Source: an optimization exercise on an open RTL-to-GDS flow (aim: small area). Production flows keep margins and buffers that such runs may drop. RTL that was checked went through simulation tests only; none was proved equivalent to the original. Only the layout flow was run in runs 2 and 3; the RTL was not checked for function there. Power figures rest on the tool's default switching activity, not on a simulated workload.

===== run.sh =====
#!/bin/bash
# synth_recipe.tcl (not shown) runs the flow's synth.tcl, then flattens the netlist and writes it again
# the make line also repeats each setting of config.mk as NAME=value (left out here)
make -C /OpenROAD-flow-scripts/flow DESIGN_CONFIG=/design/flow/config.mk WORK_HOME=/design/flow/orfs CLKGATE_MAP_FILE= SYNTH_SCRIPT=/design/flow/synth_recipe.tcl finish

===== config.mk =====
export PLATFORM = sky130hd
export DESIGN_NAME = uart
export DESIGN_NICKNAME = uart
export VERILOG_FILES = /design/flow/design.v
export SDC_FILE = /design/flow/constraint.sdc
export NUM_CORES = 4
export LEC_CHECK = 0
export CAP_MARGIN = 20
export CORE_MARGIN = 2
export CORE_UTILIZATION = 40
export SLEW_MARGIN = 20

===== constraint.sdc =====
create_clock -name core_clock -period 20.0 [get_ports {clock}]
set_input_delay 4.0000 -clock core_clock [delete_from_list [all_inputs] [get_ports {clock}]]
set_output_delay 4.0000 -clock core_clock [all_outputs]
set_load 0.01 [all_outputs]

===== design.v =====
module uart_rx #(
    parameter BAUD_RATE = 9600,
    parameter CLOCK_FREQ = 50000000,
    parameter DATA_BITS = 8
)
(
    input  logic clock, reset,
    input  logic rx,
    output logic [DATA_BITS-1:0] rx_data,
    output logic rx_valid
);
localparam int BIT_CYCLES = CLOCK_FREQ / BAUD_RATE;  
localparam int HALF_BIT_CYCLES = BIT_CYCLES / 2;  
int clock_count;
int bit_count;
logic HALF_BIT, FULL_BIT;
assign FULL_BIT = (clock_count == BIT_CYCLES);
assign HALF_BIT = (clock_count == HALF_BIT_CYCLES);
logic RX_COMPLETE;
assign RX_COMPLETE = (bit_count == DATA_BITS-1);
typedef enum logic [1:0] {
    IDLE,
    START,
    DATA,
    STOP
} state_t;
state_t state;
always_ff @(posedge clock, posedge reset) begin
    rx_valid <= 0;  
    if (reset) begin
        state <= IDLE;
    end
    else begin
        case (state) 
            IDLE: begin
                clock_count <= 0;
                bit_count <= 0;
                if (rx == 1'b0) begin
                    state <= START;
                end
                else begin
                    state <= IDLE;
                end
            end
            START: begin
                if (HALF_BIT) begin
                    if (rx == 1'b0) begin
                        clock_count <= 0;
                        bit_count <= 0;
                        state <= DATA;
                    end
                    else begin
                        state <= IDLE;  
                    end
                end
                else begin
                    clock_count <= clock_count + 1;
                    state <= START;
                end
            end
            DATA: begin
                if (FULL_BIT) begin
                    clock_count <= 0;
                    rx_data[bit_count] <= rx;
                    if (RX_COMPLETE) begin
                        state <= STOP;
                    end
                    else begin
                        bit_count <= bit_count + 1;
                        state <= DATA;
                    end
                end
                else begin
                    clock_count <= clock_count + 1;
                    state <= DATA;
                end
            end
            STOP: begin
                if (FULL_BIT) begin
                    if (rx == 1'b1) begin
                        rx_valid <= 1;
                    end
                    state <= IDLE;
                end
                else begin
                    clock_count <= clock_count + 1;
                    state <= STOP;
                end
            end
        endcase
    end
end
endmodule
module uart_tx #(
    parameter int BAUD_RATE = 9600,
    parameter int CLOCK_FREQ = 50000000,
    parameter int DATA_BITS = 8
)
(
    input  logic clock, reset,
    input  logic [DATA_BITS-1:0] tx_data,
    input  logic tx_send,
    output logic tx_busy,
    output logic tx
);
    localparam int BIT_CYCLES = CLOCK_FREQ / BAUD_RATE;
    int clock_count, bit_count;
    logic FULL_BIT;
    assign FULL_BIT = (clock_count == BIT_CYCLES);
    logic TX_COMPLETE;
    assign TX_COMPLETE = (bit_count == DATA_BITS-1);
    logic [DATA_BITS-1:0] tx_shift_reg;
    assign tx_busy = (state != IDLE);
    typedef enum logic [1:0] {
        IDLE,
        START,
        DATA,
        STOP
    } state_t;
    state_t state;
    always_ff @(posedge clock, posedge reset) begin
        if (reset) begin
            clock_count <= 0;
            bit_count <= 0;
            tx_shift_reg <= '0;
            tx <= 1;
            state <= IDLE;
        end
        else begin
            case (state)
                IDLE: begin
                    clock_count <= 0;
                    bit_count <= 0;
                    tx <= 1;
                    if (tx_send) begin
                        tx_shift_reg <= tx_data;
                        state <= START;
                    end
                    else
                        state <= IDLE;
                end
                START: begin
                    tx <= 0;
                    if (FULL_BIT) begin
                        clock_count <= 0;
                        state <= DATA;
                    end
                    else begin
                        clock_count <= clock_count + 1;
                        state <= START;
                    end
                end
                DATA: begin
                    tx <= tx_shift_reg[0];
                    if (FULL_BIT) begin
                        tx_shift_reg <= {1'b0, tx_shift_reg[DATA_BITS-1:1]};
                        clock_count <= 0;
                        if (TX_COMPLETE) begin
                            state <= STOP;
                        end
                        else begin
                            bit_count <= bit_count + 1;
                            state <= DATA;
                        end
                    end
                    else begin
                        clock_count <= clock_count + 1;
                        state <= DATA;
                    end
                end
                STOP: begin
                    tx <= 1;
                    if (FULL_BIT) begin
                        state <= IDLE;
                    end
                    else begin
                        clock_count <= clock_count + 1;
                        state <= STOP;
                    end
                end
                default: state <= IDLE;
            endcase
        end
    end
endmodule
module uart #(
    parameter BAUD_RATE   = 9600,
    parameter CLOCK_FREQ  = 50000000,
    parameter DATA_BITS   = 8
)
(   input  logic        clock,
    input  logic        reset,
    input  logic [DATA_BITS-1:0]  tx_data,
    input  logic        tx_send,
    output logic        tx_busy,
    output logic [DATA_BITS-1:0]  rx_data,
    output logic        rx_valid,
    input  logic        rx,      
    output logic        tx       
);
  uart_rx #(
    .BAUD_RATE   (BAUD_RATE),
    .CLOCK_FREQ  (CLOCK_FREQ),
    .DATA_BITS   (DATA_BITS)
  )
  rx_inst (.*);
  uart_tx #(
    .BAUD_RATE   (BAUD_RATE),
    .CLOCK_FREQ  (CLOCK_FREQ),
    .DATA_BITS   (DATA_BITS)
  ) 
  tx_inst (.*);
endmodule

==> out/results.tsv, run 1 <==
metric	value	unit
Area after DPL	9950	um^2
fin area	10500	um^2
Post-CTS Hold Fix Bufs	0	
register area	4120	um^2
Final Setup Violations	0	
Post-CTS Repair Setup Buffers	0	
insertion delay to the later sink of the worst-skew pair	430	ps
final net count	1062	
Max Used Layer	met4	
overall power	670	uW
synth unique cells	70	
Synth Net Count	1071	
ant diodes	0	
Max Cap Viol	0	
largest net degree at the start of global routing	79	
Post-synth EDFFs	72	
Slew @ Worst Pin	901	ps
Clk pin slew, worst setup/hold paths	70	ps
WS Path Type	reg -> out	
Leak	0.00381	uW
Worst EP arrival	1910	ps
H-tree depth	4	
Post-DRT Antenna Nets	0	
post-synthesis cell area	9500	um^2
cells after synthesis	1045	
GRT Total Usage	17.3	%
final hold vios	0	
Main synth FF type	dfrtp_1	
CTS tree	done	
worst endpoint required time	16000	ps
Routed Wire Length	20.3	mm
hold crit path type	reg -> reg	
DIE AREA	25000	um^2
Startpoint Class	flop	
num ports	23	
first-pass GRT wire length	35.2	mm
area grow syn2layout	10.9	%
Num CTS Buffers	17	
CTS Sinks	150	
Setup crit end kind	primary output	
fillers	2266	
number of DRC markers in iteration 0	514	
WL per Instance	14.9	um
Fin Clk Skew	17.8	ps
Peak VDD IR	0.0000480	V
DRT Pass-1 Iters	5	
post-synthesis sequential area ratio	43.3	%
IO Port Bufs	22	
R2R setup slack	15750	ps
cts repair resizes	0	
RSZ-0062 raised after global routing	false	
die width	158	um
Yosys reg bits	150	
WL met2	9.53	mm
Core Area	23400	um^2
grt ovf	0	
yosys warns	2	
DR WL met3	635	um
layout cells sized above 1	7.15	%
initial core utilization	40.6	%
Slew Viols, Final	0	
Worst Path Max Fanout	6	
routed vias/inst	5.37	
Avg Inst Size Synth	9.09	um^2
final core occ	45.0	%
Final min period	5910	ps
clock buffer depth	2	
# rows	56	
ys async rst share	52.0	%
slew margin rel.	39.4	%
initial antenna violation count	0	
power per standard cell area	63.6	nW/um^2
HPWL Detailed	13.8	mm
met1 WL	9.99	mm
status	no timing/DRC/antenna violations	
Multi-input gate area	4980	um^2
final RePlAce weighted congestion	0.828	
fin crit share	29.6	%
setup tns final	0	ps
Die Y	158	um
clock root buffer	clkbuf_16	
# DRC	0	
vias in the first global route	7036	
Achievable Freq	169	MHz
via count	7351	
-- where the power goes --
| group | switching, uW | internal [uW] |
|---|---|---|
| logic | 8.80 | 6.65 |
| registers | 5.05 | 328 |
| clock network | 144 | 178 |
| total | 158 | 512 |
-- layout make-up --
| cell class | count | area share (%) |
|---|---|---|
| inverter | 38 | 1.37 |
| clock inverter | 14 | 1.43 |
| timing repair buffer | 33 | 2.91 |
| clock buffer | 18 | 4.09 |
| multi-input combinational | 796 | 47.3 |
| tap | 319 | 3.79 |
| sequential | 150 | 39.1 |
-- placed cells by master (no fill, tap or decap), types with 5 or more instances in the layout --
master	instances
a21oi_1	27
a31oi_1	6
and2_1	5
and3_1	24
and4_1	10
buf_4	10
clkbuf_16	17
clkdlybuf4s50_1	22
dfrtp_1	77
edfxtp_1	72
ha_1	14
inv_1	36
inv_8	5
mux2_1	8
mux2i_1	11
nand2_1	94
nand2b_1	7
nand3_1	49
nand4_1	42
nor2_1	158
nor3_1	28
nor4_1	23
nor4_4	5
nor4b_1	11
o21ai_0	42
o31ai_1	7
o41ai_1	5
or2_2	5
or3_1	21
or4_1	11
xnor2_1	56
xor2_1	53
-- per-layer routing --
metal / vias up / GRT usage, %
li1: 3741 / -
met3: 13 / 3.12
met5: - / 0
met4: 0 / 4.20
met2: 124 / 27.9
met1: 3473 / 24.2
-- synth_stat cells, drive strengths merged, types with 7 or more instances --
cell type | instances | area, um^2
nor3 | 30 | 150
mux2i | 11 | 110
nand3 | 50 | 255
clkbuf | 41 | 154
o21ai | 42 | 210
buf | 20 | 125
or4 | 12 | 93.8
and3 | 24 | 150
mux2 | 9 | 101
nand4 | 44 | 288
nor2 | 159 | 597
nor4b | 14 | 141
nand2b | 7 | 43.8
o31ai | 7 | 52.6
or3 | 21 | 131
and4 | 10 | 87.6
xor2 | 53 | 464
dfrtp | 77 | 1930
a21oi | 27 | 135
inv | 38 | 143
ha | 14 | 175
nor4 | 32 | 294
nand2 | 94 | 353
xnor2 | 56 | 490
edfxtp | 72 | 2160
-- kinds of logic after synthesis --
| family | count (synthesis) | synth area share (%) |
|---|---|---|
| DFF | 150 | 43.3 |
| adders and majority gates | 14 | 1.84 |
| buffers and inverters | 99 | 4.44 |
| AOI/OAI and AO/OA | 132 | 9.02 |
| muxes | 20 | 2.23 |
| and+or+nand+nor | 521 | 29.1 |
| xor gates and xnor gates | 109 | 10.1 |
-- worst paths after layout --
path,depth (start not counted),start,end
worst max-delay path,4,tx_inst.state[0]$_DFF_PP0_,tx_busy
worst min-delay path,2,tx_inst.tx_shift_reg[6]$_DFFE_PP0P_,tx_inst.tx_shift_reg[6]$_DFFE_PP0P_
worst min register to register,2,tx_inst.tx_shift_reg[6]$_DFFE_PP0P_,tx_inst.tx_shift_reg[6]$_DFFE_PP0P_
worst max register to register,11,rx_inst.bit_count[1]$_SDFFCE_PN0P_,rx_inst.rx_data[1]$_DFFE_PP_
min in group asynchronous,3,reset,rx_inst.rx_valid$_DFF_PP0_
max in group asynchronous,3,reset,tx_inst.bit_count[25]$_DFFE_PP0P_
-- worst max-delay path: stages, from the launching register on --
cell             delay, ps
dfrtp_1                420
inv_1                  100
ha_1                   290
inv_1                  120
clkdlybuf4s50_1        550
-- through the flow --
stage / std cells / hold WS, ps / worst slack, ps
6_report: 1368 / 488 / 14090
5_1_grt: 1368 / 535 / 13990
4_1_cts: 1368 / 491 / 14060
3_5_place_dp: 1336 / 474 / 14010
3_3_place_gp: 1336 / 472 / 14040
2_1_floorplan: 1045 / 450 / 12150
==> run 2, diff against run 1 <==
==> design.v (replaced) <==
module uart_rx (
    input  logic       clock, reset,
    input  logic       rx,
    output logic [7:0] rx_data,
    output logic       rx_valid
);
    localparam logic [12:0] T_MASK = 13'b1110111111001;
    localparam logic [12:0] T_END  = 13'b1100111100111;
    localparam logic [12:0] T_HALF = 13'b0001000010000;
    localparam logic [12:0] T_FULL = 13'b0000010001000;
    logic [12:0] t;
    logic [8:0]  r;
    logic        busy, start;
    wire tick = ((t & T_MASK) == (T_END & T_MASK));
    always_ff @(posedge clock)
        if (!busy)     t <= T_HALF;
        else if (tick) t <= T_FULL;
        else           t <= {~t[11:0], t[2] ^ t[12]};
    always_ff @(posedge clock)
        start <= !busy || (start && !tick);
    always_ff @(posedge clock)
        if (!busy)               r <= 9'b1_0000_0000;
        else if (tick && !start) r <= {rx, r[8:1]};
    always_ff @(posedge clock, posedge reset)
        if (reset) busy <= 1'b0;
        else       busy <= busy ? !(tick && (start ? rx : r[0])) : !rx;
    always_ff @(posedge clock, posedge reset)
        if (reset) rx_valid <= 1'b0;
        else       rx_valid <= busy && tick && r[0] && rx;
    assign rx_data = r[7:0];
endmodule
module uart_tx (
    input  logic       clock, reset,
    input  logic [7:0] tx_data,
    input  logic       tx_send,
    output logic       tx_busy,
    output logic       tx
);
    localparam logic [12:0] T_MASK = 13'b1110111111001;
    localparam logic [12:0] T_END  = 13'b1100111100111;
    localparam logic [12:0] T_LOAD = 13'b0000010001000;
    logic [12:0] t;
    logic [9:0]  c;
    logic        busy;
    wire tick = ((t & T_MASK) == (T_END & T_MASK));
    wire done = tick & ~|c[9:1];
    always_ff @(posedge clock)
        if (!busy || tick) t <= T_LOAD;
        else               t <= {~t[11:0], t[2] ^ t[12]};
    always_ff @(posedge clock)
        if (!busy || tick) c <= busy ? {1'b0, c[9:1]} : {1'b1, tx_data, 1'b0};
    always_ff @(posedge clock, posedge reset)
        if (reset) busy <= 1'b0;
        else       busy <= busy ? !done : tx_send;
    always_ff @(posedge clock, posedge reset)
        if (reset) tx <= 1'b1;
        else       tx <= !busy || c[0];
    assign tx_busy = busy;
endmodule
module uart #(
    parameter BAUD_RATE   = 9600,
    parameter CLOCK_FREQ  = 50000000,
    parameter DATA_BITS   = 8
)
(   input  logic        clock,
    input  logic        reset,
    input  logic [DATA_BITS-1:0]  tx_data,
    input  logic        tx_send,
    output logic        tx_busy,
    output logic [DATA_BITS-1:0]  rx_data,
    output logic        rx_valid,
    input  logic        rx,      
    output logic        tx       
);
  uart_rx rx_inst (.*);
  uart_tx tx_inst (.*);
endmodule
==> flow/run.sh (new file) <==
#!/bin/bash
# Own layout flow: the standard ORFS flow (standard.sh, unchanged synthesis,
# floorplan, power grid and tap cells), with three changes to how the layout
# is made:
#  - port buffers are the smallest buffer (buf_1) instead of the default pick;
#  - clock tree: small clock buffers and no dummy loads;
#  - power recovery downsizes gates that have slack to spare.
set -euo pipefail
cd "$(dirname "$0")/.."
export BUFFER_PORTS_ARGS="-buffer_cell sky130_fd_sc_hd__buf_1"
export CTS_ARGS="-sink_clustering_enable -repair_clock_nets -dont_use_dummy_load -buf_list sky130_fd_sc_hd__clkbuf_4 -root_buf sky130_fd_sc_hd__clkbuf_8"
bash standard.sh finish > standard_flow.log 2>&1
==> standard.sh (new file) <==
#!/bin/bash
# synth_recipe.tcl (not shown) runs the flow's synth.tcl, then flattens the netlist and writes it again
# the make line also repeats each setting of config.mk as NAME=value (left out here)
make -C /OpenROAD-flow-scripts/flow DESIGN_CONFIG=/design/flow/config.mk WORK_HOME=/design/flow/orfs CLKGATE_MAP_FILE= SYNTH_SCRIPT=/design/flow/synth_recipe.tcl "${@:-finish}"
removed: run.sh
==> run 2 against run 1 <==
  * Core utilization decreased by 1.1 points
  * Largest cell class is now registers
  * Combinational power increased by 73%
  * Critical path depth decreased by 3
==> out/results.tsv, run 2 <==
metric	value	unit	change
Critical path origin	tx_inst.busy$_DFF_PP0_		
area grow syn2layout	7.65	%	
Worst Path Max Fanout	15		+9
H-tree depth	2		-2
final hold vios	0		unchanged
hold_sp	rx_inst.t[8]$_SDFF_PP0_		
Post-Synth Adder-Cell Area	0	%	-1.8 points
Post-DRT Antenna Nets	0		unchanged
Final Setup Violations	0		unchanged
CTS Sinks	50		-67%
num ports	23		unchanged
Synth Area in Compound Gates	4.79	%	-4.2 points
largest family of logic cells by synthesized area	simple AND/OR/NAND/NOR gates		
power per standard cell area	119	nW/um^2	+88%
Achievable Freq	195	MHz	+15%
clock root buffer	clkbuf_8		
Post-CTS Hold Fix Bufs	0		unchanged
post-synthesis cell area	1750	um^2	-82%
slowest CP cell	dfrtp_1		
Leak	0.000706	uW	-81%
DIE AREA	4920	um^2	-80%
Yosys reg bits	50		-67%
vias in the first global route	1064		-85%
Routed Wire Length	2.67	mm	-87%
final worst setup slack	14860	ps	+776 ps
ant diodes	0		unchanged
worst r2r src	rx_inst.t[4]$_SDFF_PN1_		
Final min period	5140	ps	-776 ps
die width	70.1	um	-56%
Fin Clk Skew	24.2	ps	+6.39 ps
Synth Area in XOR/XNOR	1.00	%	-9.0 points
synth unique cells	32		-54%
Setup crit end kind	primary output		
layout cells sized above 1	10.6	%	+3.4 points
insertion delay to the later sink of the worst-skew pair	310	ps	-120 ps
Max Cap Viol	0		unchanged
clock buffer depth	2		unchanged
initial core utilization	40.7	%	+0.14 points
most frequent cells in the layout	dfxtp_1 (36), buf_1 (22), nor2_1 (18)		
initial antenna violation count	0		unchanged
Slew Viols, Final	0		unchanged
Slew @ Worst Pin	692	ps	-209 ps
top cells by count, synth	dfxtp_1 (36), nor2_1 (18), nand2_1 (14), edfxtp_1 (10)		
HPWL Detailed	1.89	mm	-86%
Area after DPL	1810	um^2	-82%
Peak VDD IR	0.0000527	V	+9.8%
IO Port Bufs	22		unchanged
# rows	24		-57%
CTS tree	done		
CP top delay family	flip-flops		
fin crit share	25.7	%	-3.9 points
GRT Total Usage	12.6	%	-4.8 points
setup tns final	0	ps	unchanged
Die Y	70.1	um	-56%
Post-CTS Repair Setup Buffers	0		unchanged
ys async rst share	8.00	%	-44 points
final RePlAce weighted congestion	0.794		-4.2%
DRT Pass-1 Iters	4		-1
top cell type's share of synthesized area	41.2	%	+18 points
cells after synthesis	146		-86%
WL per Instance	12.5	um	-16%
Synth Net Count	158		-85%
Main synth FF type	dfxtp_1		
first-pass GRT wire length	4.79	mm	-86%
slew margin rel.	53.5	%	+14 points
# DRC	0		unchanged
final net count	175		-84%
Multi-input gate area	526	um^2	-89%
post-synthesis sequential area ratio	64.2	%	+21 points
grt ovf	0		unchanged
Post-synth EDFFs	10		-86%
Bufs and invs on worst path	1		-2
Num CTS Buffers	5		-12
hold crit path type	reg -> reg		
most common cell in the netlist	dfxtp_1		
fillers	415		-82%
via count	1037		-86%
routed vias/inst	4.87		-9.4%
cts repair resizes	0		unchanged
Clk pin slew, worst setup/hold paths	90	ps	+20 ps
area leader, netlist	dfxtp_1		
status	no timing/DRC/antenna violations		
register area	1120	um^2	-73%
yosys warns	2		unchanged
slowest stage delay, CP	650	ps	+100 ps
largest net degree at the start of global routing	22		-72%
multiplexer area fraction after synthesis	9.73	%	+7.5 points
Worst EP arrival	1140	ps	-770 ps
RSZ-0062 raised after global routing	false		
Startpoint Class	flop		
commonest non-fill, non-tap cell in the layout	dfxtp_1		
Core Area	4290	um^2	-82%
fin area	1880	um^2	-82%
Avg Inst Size Synth	12.0	um^2	+32%
Place WS	15160	ps	+1150 ps
Cell Chain, Critical Path	buf_1		
ranking of synthesized cells by area	dfxtp_1 (41%), edfxtp_1 (17%), mux2_2 (5.2%)		
overall power	225	uW	-66%
Top Registers	rx_inst.t: 13 flops, tx_inst.t: 13 flops, tx_inst.c: 10 flops		
worst endpoint required time	16000	ps	about the same
number of DRC markers in iteration 0	60		-88%
Synth Area in Simple Gates	14.5	%	-15 points
WS Path Type	reg -> out		
==> run 2: cell families (layout without fill, tap and decap cells) <==
group	Yosys count	in the layout
AND/OR/NAND/NOR	50	50
buffers and inverters	17	32
AO/OA/AOI/OAI	11	11
flip-flops	50	50
multiplexers	16	16
XOR/XNOR	2	2
==> run 2: metal layers <==
metal	vias to the layer above	global-route usage (%)	share of wire, %
li1	523	-	-
met1	493	15.5	45
met2	15	19.5	49
met3	6	3.90	3.7
met4	0	7.05	2.4
met5	-	0	0
==> run 2: power breakdown <==
part           leakage (uW)  switching [uW]  internal (uW)
logic              0.000238            13.9           12.6
registers          0.000432            15.3            132
clock network     0.0000359            28.2           22.6
==> run 2: layout make-up <==
| type | count | share of cell area [%] |
|---|---|---|
| flip-flops and latches | 50 | 59.6 |
| inverters | 5 | 0.997 |
| clock buffers | 5 | 3.65 |
| well taps | 52 | 3.46 |
| repair buffers | 22 | 4.39 |
| multi-input cells | 79 | 27.9 |
==> run 2: path summary, 6_finish.rpt <==
kind / end / cells past startpoint / slack [ps]
worst max-delay path: tx_busy / 1 / 14860
worst min-delay path: rx_inst.t[9]$_SDFF_PN1_ / 1 / 370
worst max register to register: rx_inst.r[7]$_SDFFE_PN0P_ / 3 / 18160
worst min register to register: rx_inst.t[9]$_SDFF_PN1_ / 1 / 370
max in group asynchronous: tx_inst.tx$_DFF_PP1_ / 2 / 16210
min in group asynchronous: rx_inst.busy$_DFF_PP0_ / 2 / 3530
==> run 2: through the flow <==
| stage | utilization, % | hold WS, ps | cells |
|---|---|---|---|
| floorplan | - | 358 | 146 |
| global route | 43.9 | 370 | 213 |
| global placement | 42.2 | 365 | 208 |
| finish | 43.9 | 372 | 213 |
| detailed placement | 42.2 | 371 | 208 |
| CTS | 43.9 | 372 | 213 |
==> run 3, diff against run 2 <==
--- a/flow/run.sh
+++ b/flow/run.sh
@@ -9,4 +9,5 @@
 cd "$(dirname "$0")/.."
 export BUFFER_PORTS_ARGS="-buffer_cell sky130_fd_sc_hd__buf_1"
 export CTS_ARGS="-sink_clustering_enable -repair_clock_nets -dont_use_dummy_load -buf_list sky130_fd_sc_hd__clkbuf_4 -root_buf sky130_fd_sc_hd__clkbuf_8"
+export RECOVER_POWER=100
 bash standard.sh finish > standard_flow.log 2>&1
==> run 3 against run 2 <==
  * The layout now fails its checks (max-capacitance violations, max-slew violations)
  * Core utilization decreased by 0.44 points
  * Global-route usage unchanged
  * Routed wire length increased by 0.37%
  * Sequential power about the same
  * Non-clock buffer count unchanged
  * Synthesized cell count unchanged
  * Hold slack got worse by 0.86 ps
  * Combinational power decreased by 7%
  * Clock power about the same
  * Critical path type unchanged
==> out/results.tsv, run 3 <==
metric	value	unit	change
final net count	175		unchanged
Achievable Freq	195	MHz	about the same
yosys warns	2		unchanged
status	failed layout checks		
Yosys reg bits	50		unchanged
fillers	416		+0.24%
worst endpoint required time	16000	ps	about the same
final hold vios	0		unchanged
final RePlAce weighted congestion	0.794		unchanged
initial antenna violation count	0		unchanged
Num CTS Buffers	5		unchanged
Critical path origin	tx_inst.busy$_DFF_PP0_		
WL per Instance	12.6	um	+0.37%
hold crit path type	reg -> reg		
slew margin rel.	-30.3	%	-84 points
most frequent cells in the layout	dfxtp_1 (36), buf_1 (22), nor2_1 (18)		
top cell type's share of synthesized area	41.2	%	unchanged
vias in the first global route	1064		unchanged
ranking of synthesized cells by area	dfxtp_1 (41%), edfxtp_1 (17%), mux2_2 (5.2%)		
clock buffer depth	2		unchanged
layout cells sized above 1	8.70	%	-1.9 points
Slew Viols, Final	9		+9
area leader, netlist	dfxtp_1		
sw frac	25.0	%	-0.49 points
fin crit share	25.7	%	about the same
DIE AREA	4920	um^2	unchanged
DRT Pass-1 Iters	4		unchanged
Die Y	70.1	um	unchanged
M2 GR Usage	19.5	%	unchanged
number of DRC markers in iteration 0	74		+23%
Leak	0.000695	uW	-1.6%
Slew @ Worst Pin	1940	ps	+1240 ps
hold_ws	371	ps	-0.857 ps
gr busiest metal	met2		
Clk pin slew, worst setup/hold paths	90	ps	about the same
Bufs and invs on worst path	1		unchanged
Top Registers	rx_inst.t: 13 flops, tx_inst.t: 13 flops, tx_inst.c: 10 flops		
Power Internal	167	uW	-0.51%
Setup crit end kind	primary output		
combinational share of power	11.1	%	-0.7 points
routed vias/inst	4.87		about the same
CP top delay family	flip-flops		
largest net degree at the start of global routing	22		unchanged
slowest CP cell	dfrtp_1		
power per standard cell area	119	nW/um^2	-0.16%
# DRC	0		unchanged
worst r2r src	rx_inst.t[4]$_SDFF_PN1_		
post-synthesis sequential area ratio	64.2	%	unchanged
insertion delay to the later sink of the worst-skew pair	310	ps	about the same
Final min period	5140	ps	+0.900 ps
met3 Usage GRT	3.90	%	unchanged
clock network fraction of design power	22.9	%	+0.3 points
RSZ-0062 raised after global routing	false		
post-synthesis cell area	1750	um^2	unchanged
final worst setup slack	14860	ps	-0.900 ps
Worst EP arrival	1140	ps	about the same
Main synth FF type	dfxtp_1		
SO Faults	max-capacitance violations, max-slew violations		
clock root buffer	clkbuf_8		
sequential share of power	66.0	%	+0.4 points
final core occ	43.4	%	-0.44 points
Routed Wire Length	2.68	mm	+0.37%
Fin Clk Skew	24.7	ps	+0.414 ps
setup tns final	0	ps	unchanged
Post-DRT Antenna Nets	0		unchanged
grt ovf	0		unchanged
ant diodes	0		unchanged
Worst Path Max Fanout	15		unchanged
Post-synth EDFFs	10		unchanged
first-pass GRT wire length	4.79	mm	unchanged
hold_sp	rx_inst.t[8]$_SDFF_PP0_		
switching power of the nets	55.6	uW	-3.0%
Place WS	15160	ps	unchanged
Startpoint Class	flop		
HPWL Detailed	1.89	mm	unchanged
Final Setup Violations	0		unchanged
Peak VDD IR	0.0000528	V	about the same
GRT Total Usage	12.6	%	unchanged
cts repair resizes	0		unchanged
placed insts	208		unchanged
cells after synthesis	146		unchanged
commonest non-fill, non-tap cell in the layout	dfxtp_1		
CTS tree	done		
Max Cap Viol	1		+1
WS Path Type	reg -> out		
area grow syn2layout	6.58	%	
Cell Chain, Critical Path	buf_1		
non-filler cells, final	213		unchanged
IO Port Bufs	22		unchanged
num ports	23		unchanged
CTS Sinks	50		unchanged
die width	70.1	um	unchanged
synth unique cells	32		unchanged
Synth Net Count	158		unchanged
initial core utilization	40.7	%	unchanged
slowest stage delay, CP	650	ps	about the same
via count	1038		+0.096%
Post-CTS Repair Setup Buffers	0		unchanged
met1 usage	15.5	%	unchanged
most common cell in the netlist	dfxtp_1		
Core Area	4290	um^2	unchanged
Avg Inst Size Synth	12.0	um^2	unchanged
H-tree depth	2		unchanged
Post-CTS Hold Fix Bufs	0		unchanged
ys async rst share	8.00	%	unchanged
top cells by count, synth	dfxtp_1 (36), nor2_1 (18), nand2_1 (14), edfxtp_1 (10)		
# rows	24		unchanged
-- run 3: stage by stage --
stage / power [uW] / area [um^2]
global placement: 174 / 1810
CTS: 229 / 1880
global route: 236 / 1860
floorplan: 168 / 1750
detailed placement: 176 / 1810
finish: 222 / 1860
-- run 3: final timing paths --
check	to	slack (ps)	cells past startpoint
min in group asynchronous	rx_inst.busy$_DFF_PP0_	3530	2
worst max register to register	rx_inst.r[7]$_SDFFE_PN0P_	17120	3
worst min-delay path	rx_inst.t[9]$_SDFF_PN1_	370	1
worst max-delay path	tx_busy	14860	1
worst min register to register	rx_inst.t[9]$_SDFF_PN1_	370	1
max in group asynchronous	tx_inst.tx$_DFF_PP1_	16210	2
-- run 3: power groups by stage --
| stage | clock (uW) | combinational, uW | sequential (uW) |
|---|---|---|---|
| finish | 50.8 | 24.7 | 147 |
| global route | 57.6 | 28.6 | 150 |
| CTS | 53.6 | 27.1 | 148 |
| detailed placement | 0 | 27.0 | 149 |
| global placement | 0 | 25.2 | 149 |
| floorplan | 0 | 23.0 | 145 |
-- run 3: cell type report --
class,instances,area (um^2),share of cell area (%)
inverter,5,18.8,1.01
tap,52,65.1,3.49
sequential,50,1120,60.2
clock buffer,5,68.8,3.69
multi-input combinational,79,507,27.2
timing repair buffer,22,82.6,4.43
-- run 3: logic make-up (layout without fill, tap and decap cells) --
kind of cell,count (synthesis),in the layout,synth area share (%)
flip-flops,50,50,64.2
AND/OR/NAND/NOR,50,50,14.5
buffers and inverters,17,32,5.79
multiplexers,16,16,9.73
AO/OA/AOI/OAI,11,11,4.79
XOR/XNOR,2,2,1.00
-- run 3: per-layer routing --
| layer | routed length (um) | vias to the layer above |
|---|---|---|
| met3 | 102 | 6 |
| met5 | 0 | - |
| li1 | - | 521 |
| met1 | 1220 | 494 |
| met2 | 1290 | 17 |
| met4 | 65 | 0 |
==> run 4, diff against run 3 <==
--- a/design.v
+++ b/design.v
@@ -4,10 +4,10 @@
     output logic [7:0] rx_data,
     output logic       rx_valid
 );
-    localparam logic [12:0] T_MASK = 13'b1110111111001;
-    localparam logic [12:0] T_END  = 13'b1100111100111;
-    localparam logic [12:0] T_HALF = 13'b0001000010000;
-    localparam logic [12:0] T_FULL = 13'b0000010001000;
+    localparam logic [12:0] T_MASK = 13'b0111011100111;
+    localparam logic [12:0] T_END  = 13'b0000100011001;
+    localparam logic [12:0] T_HALF = 13'b0101000000110;
+    localparam logic [12:0] T_FULL = 13'b0100010000010;
     logic [12:0] t;
     logic [8:0]  r;
     logic        busy, start;
@@ -15,7 +15,7 @@
     always_ff @(posedge clock)
         if (!busy)     t <= T_HALF;
         else if (tick) t <= T_FULL;
-        else           t <= {~t[11:0], t[2] ^ t[12]};
+        else           t <= {t[11:0], t[11] ^ t[12]};
     always_ff @(posedge clock)
         start <= !busy || (start && !tick);
     always_ff @(posedge clock)
@@ -36,9 +36,9 @@
     output logic       tx_busy,
     output logic       tx
 );
-    localparam logic [12:0] T_MASK = 13'b1110111111001;
-    localparam logic [12:0] T_END  = 13'b1100111100111;
-    localparam logic [12:0] T_LOAD = 13'b0000010001000;
+    localparam logic [12:0] T_MASK = 13'b0111011100111;
+    localparam logic [12:0] T_END  = 13'b0000100011001;
+    localparam logic [12:0] T_LOAD = 13'b0100010000010;
     logic [12:0] t;
     logic [9:0]  c;
     logic        busy;
@@ -46,9 +46,10 @@
     wire done = tick & ~|c[9:1];
     always_ff @(posedge clock)
         if (!busy || tick) t <= T_LOAD;
-        else               t <= {~t[11:0], t[2] ^ t[12]};
+        else               t <= {t[11:0], t[11] ^ t[12]};
     always_ff @(posedge clock)
-        if (!busy || tick) c <= busy ? {1'b0, c[9:1]} : {1'b1, tx_data, 1'b0};
+        if (!busy)     c <= {1'b1, tx_data, 1'b0};
+        else if (tick) c <= {1'b0, c[9:1]};
     always_ff @(posedge clock, posedge reset)
         if (reset) busy <= 1'b0;
         else       busy <= busy ? !done : tx_send;
==> run.sh (new file) <==
#!/bin/bash
# synth_recipe.tcl (not shown) runs the flow's synth.tcl, then flattens the netlist and writes it again
# the make line also repeats each setting of config.mk as NAME=value (left out here)
make -C /OpenROAD-flow-scripts/flow DESIGN_CONFIG=/design/flow/config.mk WORK_HOME=/design/flow/orfs CLKGATE_MAP_FILE= SYNTH_SCRIPT=/design/flow/synth_recipe.tcl finish
removed: flow/run.sh
removed: standard.sh
==> run 4 against run 3 <==
  * Now clean on timing, DRC and antenna
  * Synthesized area grew 5.4%
  * Die area grew 5.1%
  * Sequential share of layout area shrank 8.7 points
  * Critical endpoint unchanged
==> out/results.tsv, run 4 <==
metric	value	unit	change
M2 GR Usage	19.2	%	-0.23 points
Routed Wire Length	2.95	mm	+10%
hold crit path type	reg -> reg		
fin crit share	29.8	%	+4.1 points
overall power	273	uW	+23%
Peak VDD IR	0.0000550	V	+4.1%
H-tree depth	2		unchanged
Top Registers	rx_inst.t: 13 flops, tx_inst.t: 13 flops, tx_inst.c: 10 flops		
worst endpoint required time	16000	ps	about the same
WL per Instance	12.5	um	-0.61%
initial core utilization	42.0	%	+1.3 points
Post-DRT Antenna Nets	0		unchanged
GRT Total Usage	12.3	%	-0.25 points
slew margin rel.	37.5	%	+68 points
Final Setup Violations	0		unchanged
Post-CTS Hold Fix Bufs	0		unchanged
Final min period	5960	ps	+821 ps
synth unique cells	36		+13%
Worst EP arrival	1960	ps	+820 ps
via count	1199		+16%
status	no timing/DRC/antenna violations		
Leak	0.000949	uW	+37%
Clk pin slew, worst setup/hold paths	90	ps	about the same
Avg Inst Size Synth	10.8	um^2	-9.5%
Cell Chain, Critical Path	clkdlybuf4s50_1		
RSZ-0062 raised after global routing	false		
Post-CTS Repair Setup Buffers	0		unchanged
insertion delay to the later sink of the worst-skew pair	300	ps	about the same
yosys warns	2		unchanged
final core occ	48.9	%	+5.4 points
most common cell in the netlist	dfxtp_1		
met3 Usage GRT	4.22	%	+0.32 points
final RePlAce weighted congestion	0.763		-3.9%
power per standard cell area	128	nW/um^2	+7.1%
first-pass GRT wire length	4.85	mm	+1.3%
cells after synthesis	170		+16%
final net count	195		+11%
Bufs and invs on worst path	1		unchanged
Worst Path Max Fanout	37		+22
ant diodes	0		unchanged
CTS tree	done		
Synth Net Count	182		+15%
grt ovf	0		unchanged
Max Cap Viol	0		-1
post-synthesis cell area	1840	um^2	+5.4%
area leader, netlist	dfxtp_1		
Post-synth EDFFs	8		-2
# rows	24		unchanged
Main synth FF type	dfxtp_1		
ys async rst share	8.00	%	unchanged
Num CTS Buffers	5		unchanged
layout cells sized above 1	7.61	%	-1.1 points
number of DRC markers in iteration 0	67		-9.5%
commonest non-fill, non-tap cell in the layout	dfxtp_1		
CTS Sinks	50		unchanged
Slew @ Worst Pin	937	ps	-1000 ps
hold_ws	437	ps	+66.4 ps
final hold vios	0		unchanged
clock buffer depth	2		unchanged
HPWL Detailed	2.09	mm	+10%
initial antenna violation count	0		unchanged
Setup crit end kind	primary output		
routed vias/inst	5.08		+4.3%
top cells by count, synth	dfxtp_1 (38), nand2_1 (20), inv_1 (13)		
clock root buffer	clkbuf_8		
post-synthesis sequential area ratio	59.8	%	-4.4 points
WS Path Type	reg -> out		
Fin Clk Skew	7.31	ps	-17.3 ps
area grow syn2layout	16.2	%	
num ports	23		unchanged
slowest CP cell	dfrtp_1		
Startpoint Class	flop		
Achievable Freq	168	MHz	-14%
slowest stage delay, CP	960	ps	+310 ps
fillers	391		-6.0%
# DRC	0		unchanged
Yosys reg bits	50		unchanged
top cell type's share of synthesized area	41.3	%	+0.075 points
Die Y	71.9	um	+2.5%
DIE AREA	5170	um^2	+5.1%
cts repair resizes	0		unchanged
DRT Pass-1 Iters	4		unchanged
CP top delay family	flip-flops		
largest net degree at the start of global routing	38		+73%
gr busiest metal	met2		
most frequent cells in the layout	dfxtp_1 (38), clkdlybuf4s50_1 (22), nand2_1 (20)		
Slew Viols, Final	0		-9
IO Port Bufs	22		unchanged
setup tns final	0	ps	unchanged
die width	71.9	um	+2.5%
met1 usage	15.4	%	-0.14 points
ranking of synthesized cells by area	dfxtp_1 (41%), edfxtp_1 (13%), mux2i_1 (4.9%)		
vias in the first global route	1105		+3.9%
Core Area	4380	um^2	+2.1%
## run 4: cell count changes after synthesis, moves of 8 or more
| cell | before | now |
|---|---|---|
| and3_1 | 0 | 8 |
| inv_1 | 4 | 13 |
| mux2_2 | 8 | 0 |
| o22ai_1 | 0 | 8 |
| nor2_1 | 18 | 6 |
| and2_1 | 1 | 9 |
## run 4: final timing paths
path | slack, ps | start | endpoint | cells past startpoint
max in group asynchronous | 15870 | reset | tx_inst.tx$_DFF_PP1_ | 2
min reg2reg | 440 | rx_inst.t[8]$_SDFF_PP0_ | rx_inst.t[9]$_SDFF_PN1_ | 1
max reg2reg | 17930 | tx_inst.t[10]$_SDFF_PP0_ | tx_inst.c[2]$_DFFE_PP_ | 3
min in group asynchronous | 3880 | reset | rx_inst.rx_valid$_DFF_PP0_ | 2
max | 14040 | tx_inst.busy$_DFF_PP0_ | tx_busy | 1
min | 440 | rx_inst.t[8]$_SDFF_PP0_ | rx_inst.t[9]$_SDFF_PN1_ | 1
## run 4: report_power, final
part | internal [uW] | switching [uW] | leakage, uW | total [uW]
Combinational | 28.4 | 20.6 | 0.000458 | 48.9
Sequential | 137 | 17.7 | 0.000435 | 155
Clock | 37.4 | 32.3 | 0.0000557 | 69.7
Total | 203 | 70.5 | 0.000949 | 273
## run 4: metal layers
layer | vias to the layer above | part of all wire, %
met5 | - | 0
met1 | 571 | 48
met2 | 34 | 44
met4 | 0 | 1.7
met3 | 5 | 5.9
li1 | 589 | -
## run 4: metrics by stage
| step | area [um^2] | instances | worst slack (ps) |
|---|---|---|---|
| 2_1_floorplan | 1840 | 170 | 15480 |
| 3_3_place_gp | 2030 | 228 | 14400 |
| 3_5_place_dp | 2030 | 228 | 14390 |
| 4_1_cts | 2140 | 236 | 14040 |
| 5_1_grt | 2140 | 236 | 13890 |
| 6_report | 2140 | 236 | 14040 |
## run 4: final cells by class
| cell class | instances | area (um^2) | share of cell area (%) |
|---|---|---|---|
| clock buffer | 6 | 72.6 | 3.39 |
| clock inverter | 2 | 36.3 | 1.69 |
| inverter | 13 | 48.8 | 2.28 |
| multi-input combinational | 91 | 597 | 27.9 |
| sequential | 50 | 1100 | 51.5 |
| tap | 52 | 65.1 | 3.04 |
| timing repair buffer | 22 | 220 | 10.3 |
## run 4: kinds of logic (layout without fill, tap and decap cells)
logic type             Yosys count  in the layout  synth area share [%]
AO/OA/AOI/OAI                   17             17                  6.59
multiplexers                     9              9                  4.89
AND/OR/NAND/NOR                 63             63                  20.0
flip-flops                      50             50                  59.8
XOR/XNOR                         2              2                 0.951
buffers and inverters           29             43                  7.81

[static timing again, ports no longer ideal]
The results above use ideal ports. As a check the final layouts listed here were re-extracted and re-timed, cells and wires unchanged. Step 1: set_driving_cell puts a clkbuf_16 on clock and a buf_2 on each other input, an assumption about the parent block. Step 2 also shifts input and output timing later by t, the mid clock arrival at the registers, as if the neighbouring blocks saw the same clock. Slacks: ideal / step 1 / step 2; pairs: ideal / step 1.
run | t (ns) | setup WS [ns] | slew at the worst register clock pin (ns) | worst slew at a driven data input, ns | pins driven straight from the clock port
run 1 | 0.472 | 14.086 / 14.038 / 14.021 | 0.07 / 0.07 | 0.03 | 1
run 2 | 0.319 | 14.863 / 14.837 / 15.156 | 0.09 / 0.09 | 0.04 | 1
run 3 | 0.319 | 14.862 / 14.836 / 15.155 | 0.09 / 0.09 | 0.04 | 1
run 4 | 0.325 | 14.040 / 14.014 / 14.339 | 0.09 / 0.09 | 0.03 | 1
For run 1, which loses most, drivers alone change the setup slack by -0.048 ns; drivers and shift together by -0.065 ns.
